Context: an optimization exercise on an open-source flow, tuned for small area and a short achievable clock period. The choices shown serve that exercise and are no tape-out recipe.
At most, simulation tests tie the RTL to the original design; equivalence was not proved.
Power is estimated from default activity; no workload was simulated.

Design lampFPU_FMA, start of the top module:
module lampFPU_FMA( clk,rst,
sign_op1_i,mant_op1_i,exp_op1_i,isZ_op1_i,isInf_op1_i, isSNAN_op1_i, isQNAN_op1_i,
sign_op2_i,mant_op2_i,exp_op2_i,isZ_op2_i,isInf_op2_i, isSNAN_op2_i, isQNAN_op2_i,
sign_op3_i,mant_op3_i,exp_op3_i,isInf_op3_i, isSNAN_op3_i, isQNAN_op3_i,
doFMU_i,is_mult_sub_i,is_add_sub_i,  
res_sign_o,res_mant_o, res_exp_o,
is_Overflow_o,is_Underflow_o,is_to_round_o,valid_o
);
input clk,rst;
input [F_SIGN-1:0]          sign_op1_i;
input [(F_MANT-1)+1:0]      mant_op1_i;  
input [(F_EXP-1)+1:0]       exp_op1_i;
input                       isZ_op1_i;
input						isInf_op1_i;
input						isSNAN_op1_i;
input						isQNAN_op1_i;
input [F_SIGN-1:0]          sign_op2_i;
input [(F_MANT-1)+1:0]      mant_op2_i;  
input [(F_EXP-1)+1:0]       exp_op2_i;
input                       isZ_op2_i;
input						isInf_op2_i;
input						isSNAN_op2_i;
input						isQNAN_op2_i;
input [F_SIGN-1:0]          sign_op3_i;
input [(F_MANT-1)+1:0]      mant_op3_i;  
input [(F_EXP+1)-1:0]       exp_op3_i;
input						isInf_op3_i;
input						isSNAN_op3_i;
input						isQNAN_op3_i;
input                       doFMU_i;
input                       is_mult_sub_i;
  ...
export LEC_CHECK = 0
export ABC_AREA = 1
export CAP_MARGIN = 20
export CORE_MARGIN = 2
export CORE_UTILIZATION = 40
export CTS_BUF_LIST = sky130_fd_sc_hd__clkbuf_8
export SETUP_SLACK_MARGIN = 4
export SLEW_MARGIN = 20
export TNS_END_PERCENT = 10
create_clock -name core_clock -period 10.0 [get_ports {clk}]
standard.sh (not shown) runs the stock make flow with config.mk's settings and CLKGATE_MAP_FILE= SYNTH_SCRIPT=/design/flow/synth_recipe.tcl, a recipe that flattens the netlist after the stock synthesis.
==> flow/flow/run.sh <==
#!/bin/bash
# Standard layout, except that the port buffers are buf_1 cells instead of
# the delay-cell buffers buffer_ports picks by default. Every port still gets a buffer.
set -euo pipefail
bash standard.sh BUFFER_PORTS_ARGS="-buffer_cell sky130_fd_sc_hd__buf_1" finish > standard_make.log 2>&1
Change:
--- a/flow/design.v
+++ b/flow/design.v
@@ -215,43 +215,38 @@
 	endfunction    
 logic [15:0] prod;
 logic [8:0]  exp_prod;
 logic [10:0] align;              
 logic        op3_only;           
 logic        mult_sign, do_sub;
 logic [23:0] op3_al;
-logic [47:0] op3_sh;
 logic [8:0]  exp_pre;
-logic [8:0]  exp9_prod, exp9_op3;
 logic        chk_valid, chk_inf, chk_nan, chk_sign, chk_spec;
 logic [15:0] prod_r;             
 logic [23:0] op3_r;              
 logic        sub_r;              
 logic        exp_gt_r;           
 logic        exp_eq_r;           
-logic [8:0]  exp9_r;             
+logic [7:0]  exp_r;              
 logic        sign_gt_r, sign_le_r;   
 logic        force_ff_r, nan_r, ovf_r, noround_r, valid_r;
 always_comb begin
     mult_sign = sign_op1_i ^ sign_op2_i;
     prod      = mant_op1_i * mant_op2_i;
     exp_prod  = exp_op1_i + exp_op2_i - 9'd127;
     align     = {2'b0, exp_prod} - {2'b0, exp_op3_i} + 11'd9;
     op3_only  = align[10];
-    do_sub    = sign_op1_i ^ sign_op2_i ^ sign_op3_i ^ is_mult_sub_i ^ is_add_sub_i;
-    op3_sh    = {{24{do_sub}}, mant_op3_i ^ {8{do_sub}}, {16{do_sub}}} >> align[4:0];
     if (op3_only)
         op3_al = {9'b0, mant_op3_i, 7'b0};
     else if (align > 11'd23)
-        op3_al = {24{do_sub}};
+        op3_al = '0;
     else
-        op3_al = op3_sh[23:0];
+        op3_al = {mant_op3_i, 16'b0} >> align[4:0];
+    do_sub    = sign_op1_i ^ sign_op2_i ^ sign_op3_i ^ is_mult_sub_i ^ is_add_sub_i;
     exp_pre   = op3_only ? exp_op3_i : exp_prod;
-    exp9_prod = {1'b0, exp_prod[7:0]} + 9'd9;
-    exp9_op3  = {1'b0, exp_op3_i[7:0]} + 9'd9;
     {chk_valid, chk_inf, chk_nan, chk_sign} = FUNC_calcInfNanRes(
         is_mult_sub_i, is_add_sub_i,
         isZ_op1_i, isInf_op1_i, isSNAN_op1_i, isQNAN_op1_i,
         isZ_op2_i, isInf_op2_i, isSNAN_op2_i, isQNAN_op2_i,
         mult_sign, sign_op3_i,
         isInf_op3_i, isSNAN_op3_i, isQNAN_op3_i);
     chk_spec  = chk_inf | chk_nan;
@@ -259,29 +254,29 @@
 always_ff @(posedge clk) begin
     if (rst) begin
         prod_r     <= '0;
         op3_r      <= '0;
         sub_r      <= 1'b0;
         exp_gt_r   <= 1'b0;
         exp_eq_r   <= 1'b0;
-        exp9_r     <= '0;
+        exp_r      <= '0;
         sign_gt_r  <= 1'b0;
         sign_le_r  <= 1'b0;
         force_ff_r <= 1'b0;
         nan_r      <= 1'b0;
         ovf_r      <= 1'b0;
         noround_r  <= 1'b0;
         valid_r    <= 1'b0;
     end else begin
         prod_r     <= op3_only ? 16'b0 : prod;
-        op3_r      <= op3_al;
+        op3_r      <= op3_al ^ {24{do_sub & ~op3_only}};
         sub_r      <= do_sub & ~op3_only;
         exp_gt_r   <= ~align[10] & (align > 11'd9);
         exp_eq_r   <= align == 11'd9;
-        exp9_r     <= (op3_only ? exp9_op3 : exp9_prod) ^ 9'd9;
+        exp_r      <= exp_pre[7:0];
         sign_gt_r  <= chk_spec ? chk_sign : (mult_sign ^ is_mult_sub_i);
         sign_le_r  <= chk_spec ? chk_sign : (sign_op3_i ^ is_add_sub_i);
         force_ff_r <= chk_spec | exp_pre[8];
         nan_r      <= chk_nan & ~chk_inf;
         ovf_r      <= ~chk_spec & exp_pre[8];
         noround_r  <= chk_spec | chk_valid;
         valid_r    <= doFMU_i;
@@ -289,18 +284,15 @@
 end
 logic        mult_gt;
 logic [24:0] add_a, add_b, add_p, add_g, grp_g, grp_p, carry, sum;
 logic [31:0] n0, n1, n2, n3, n4, n5;
 logic [4:0]  lz;
 logic        sum_zero;
 logic [8:0]  exp9;
-logic [7:0]  exp_z;
 logic [9:0]  exp_adj;            
-logic [7:0]  exp_hi, exp_hi_m1;   
-logic [2:0]  exp_lo;             
 logic        unf;
 logic [11:0] mant_n;
 logic [7:0]  exp_n;
 always_comb begin
     mult_gt = exp_gt_r | (exp_eq_r & (prod_r[14:7] > (op3_r[14:7] ^ {8{sub_r}})));
     add_a = {9'b0, prod_r};
     add_b = {sub_r, op3_r};
@@ -321,23 +313,19 @@
     n0 = {sum[23:0], 8'b0};
     lz[4] = ~|n0[31:16]; n1 = lz[4] ? {n0[15:0], 16'b0} : n0;
     lz[3] = ~|n1[31:24]; n2 = lz[3] ? {n1[23:0], 8'b0}  : n1;
     lz[2] = ~|n2[31:28]; n3 = lz[2] ? {n2[27:0], 4'b0}  : n2;
     lz[1] = ~|n3[31:30]; n4 = lz[1] ? {n3[29:0], 2'b0}  : n3;
     lz[0] = ~n4[31];     n5 = lz[0] ? {n4[30:0], 1'b0}  : n4;
     sum_zero = ~|sum[23:0];
-    exp9     = exp9_r ^ 9'd9;
-    exp_z    = exp9[7:0] - 8'd9;
-    exp_hi    = {1'b0, exp9[8:2]} - {5'b0, lz[4:2]};
-    exp_hi_m1 = exp_hi - 8'd1;
-    exp_lo    = {1'b0, exp9[1:0]} - {1'b0, lz[1:0]};
-    exp_adj   = {exp_lo[2] ? exp_hi_m1 : exp_hi, exp_lo[1:0]};
+    exp9     = {1'b0, exp_r} + 9'd9;
+    exp_adj  = {1'b0, exp9} - {5'b0, lz};
     unf      = ~sum_zero & exp_adj[9];
     mant_n   = {sum[24] & (lz == 5'd0), n5[31:22], |n5[21:17]};
-    exp_n    = sum_zero ? exp_z : (unf ? 8'b0 : exp_adj[7:0]);
+    exp_n    = sum_zero ? exp_r : (unf ? 8'b0 : exp_adj[7:0]);
 end
 always_ff @(posedge clk) begin
     if (rst) begin
         res_sign_o     <= 1'b0;
         res_mant_o     <= '0;
         res_exp_o      <= '0;
         is_Overflow_o  <= 1'b0;
Area after synthesis shrinks by a few percent.
Core utilization grows by 0.40 points.
Worst hold slack degrades by 0.0069 ns.
Non-clock buffer count grows by 11.
Total power shrinks by roughly a tenth.
Worst setup slack degrades by 0.057 ns.
Clock power shrinks by a few percent.
Clock skew shrinks by 0.0049 ns.
Die area shrinks by a few percent.
Final area shrinks by a few percent.
Count of clock-buffer cells in the layout grows by 2.
Sequential share of layout area grows by 0.28 points.
Global-route usage shrinks by 0.65 points.
Critical path depth grows by 19.
No run of this note included a check of the RTL's function; only the layout flow was run.


lampFPU_FMA, a different RTL version from the one above (not shown whole).
Size in the first run: roughly 1600 cells after synthesis, about 84 flip-flops, ~10000 sq um of cells after synthesis.
Settings: LEC_CHECK=0, ABC_AREA=1, CAP_MARGIN=20, CORE_MARGIN=2, CORE_UTILIZATION=40, SETUP_SLACK_MARGIN=4, SLEW_MARGIN=20; clock period 10.0 ns.
Scripts as last shown in full above: flow/flow/run.sh
Rerun with:
--- a/flow/design.v
+++ b/flow/design.v
@@ -211,13 +211,15 @@
 			     7'b11_11_11_1:begin isNanRes = 1; isInfRes = 0; signRes = 1;   end
 			endcase
 		end
 		FUNC_calcInfNanRes = {isValidRes, isInfRes, isNanRes, signRes};
 	endfunction    
 logic [15:0] prod;
-logic [8:0]  exp_prod;
+logic [8:0]  exp_prod;           
+logic [10:0] ecs_s, ecs_c, exp_sum;
+logic [10:0] acs_s1, acs_c1, acs_s2, acs_c2, align_u;
 logic [10:0] align;              
 logic        op3_only;           
 logic        mult_sign, do_sub;
 logic [23:0] op3_al;
 logic [8:0]  exp_pre;
 logic [8:0]  exp9_prod, exp9_op3;
@@ -230,14 +232,22 @@
 logic [8:0]  exp9_r;             
 logic        sign_gt_r, sign_le_r;   
 logic        force_ff_r, nan_r, ovf_r, noround_r, valid_r;
 always_comb begin
     mult_sign = sign_op1_i ^ sign_op2_i;
     prod      = mant_op1_i * mant_op2_i;
-    exp_prod  = exp_op1_i + exp_op2_i - 9'd127;
-    align     = {2'b0, exp_prod} - {2'b0, exp_op3_i} + 11'd9;
+    ecs_s     = {2'b0, exp_op1_i} ^ {2'b0, exp_op2_i} ^ 11'd385;
+    ecs_c     = {(({2'b0, exp_op1_i} & {2'b0, exp_op2_i}) | ({2'b0, exp_op1_i} & 11'd385) | ({2'b0, exp_op2_i} & 11'd385)), 1'b0};
+    exp_sum   = ecs_s + ecs_c;
+    exp_prod  = exp_sum[8:0];
+    acs_s1    = {2'b0, exp_op1_i} ^ {2'b0, exp_op2_i} ^ ~{2'b0, exp_op3_i};
+    acs_c1    = {(({2'b0, exp_op1_i} & {2'b0, exp_op2_i}) | ({2'b0, exp_op1_i} & ~{2'b0, exp_op3_i}) | ({2'b0, exp_op2_i} & ~{2'b0, exp_op3_i})), 1'b0};
+    acs_s2    = acs_s1 ^ acs_c1 ^ 11'd395;
+    acs_c2    = {((acs_s1 & acs_c1) | (acs_s1 & 11'd395) | (acs_c1 & 11'd395)), 1'b0};
+    align_u   = acs_s2 + acs_c2;
+    align     = {align_u[10:9] - exp_sum[10:9], align_u[8:0]};
     op3_only  = align[10];
     if (op3_only)
         op3_al = {9'b0, mant_op3_i, 7'b0};
     else if (align > 11'd23)
         op3_al = '0;
     else
Core utilization goes up by 1.8 points.
Total power goes up by about a fifth.
Wire length goes up by a few percent.
Worst setup slack gets worse by 330 ps.
Final area goes up by a little under a tenth.
The RTL of the second run of this note was laid out without a check of its function.

==> static timing again, ports no longer ideal <==
Ports are ideal in the flow. The routed layouts listed here were re-timed in OpenROAD. Step 1 sets driving cells, clkbuf_16 on the clock port and buf_2 on the other inputs (assumed; they add their load-dependent delay and slew). Step 2 times the ports against the registers' clock, not the clock port: input delays grow and output delays shrink by t, the midpoint of the rising clock arrivals with the driver on. Three values: ideal ports, drivers, drivers and shift; two values: the first two.
run	t (ns)	setup WS [ns]	cell pins on the clock port's net
the first run of note 1	0.402	4.177 / 4.169 / 3.767	1
the second run of note 1	0.405	4.120 / 4.120 / 3.837	1
the first run of note 2	0.381	4.218 / 4.237 / 3.857	1
the second run of note 2	0.384	3.892 / 3.897 / 3.513	1
After both steps setup and hold are still met in every run listed. For the first run of note 1, which loses most, drivers alone change the setup slack by -0.008 ns; drivers and shift together by -0.410 ns.
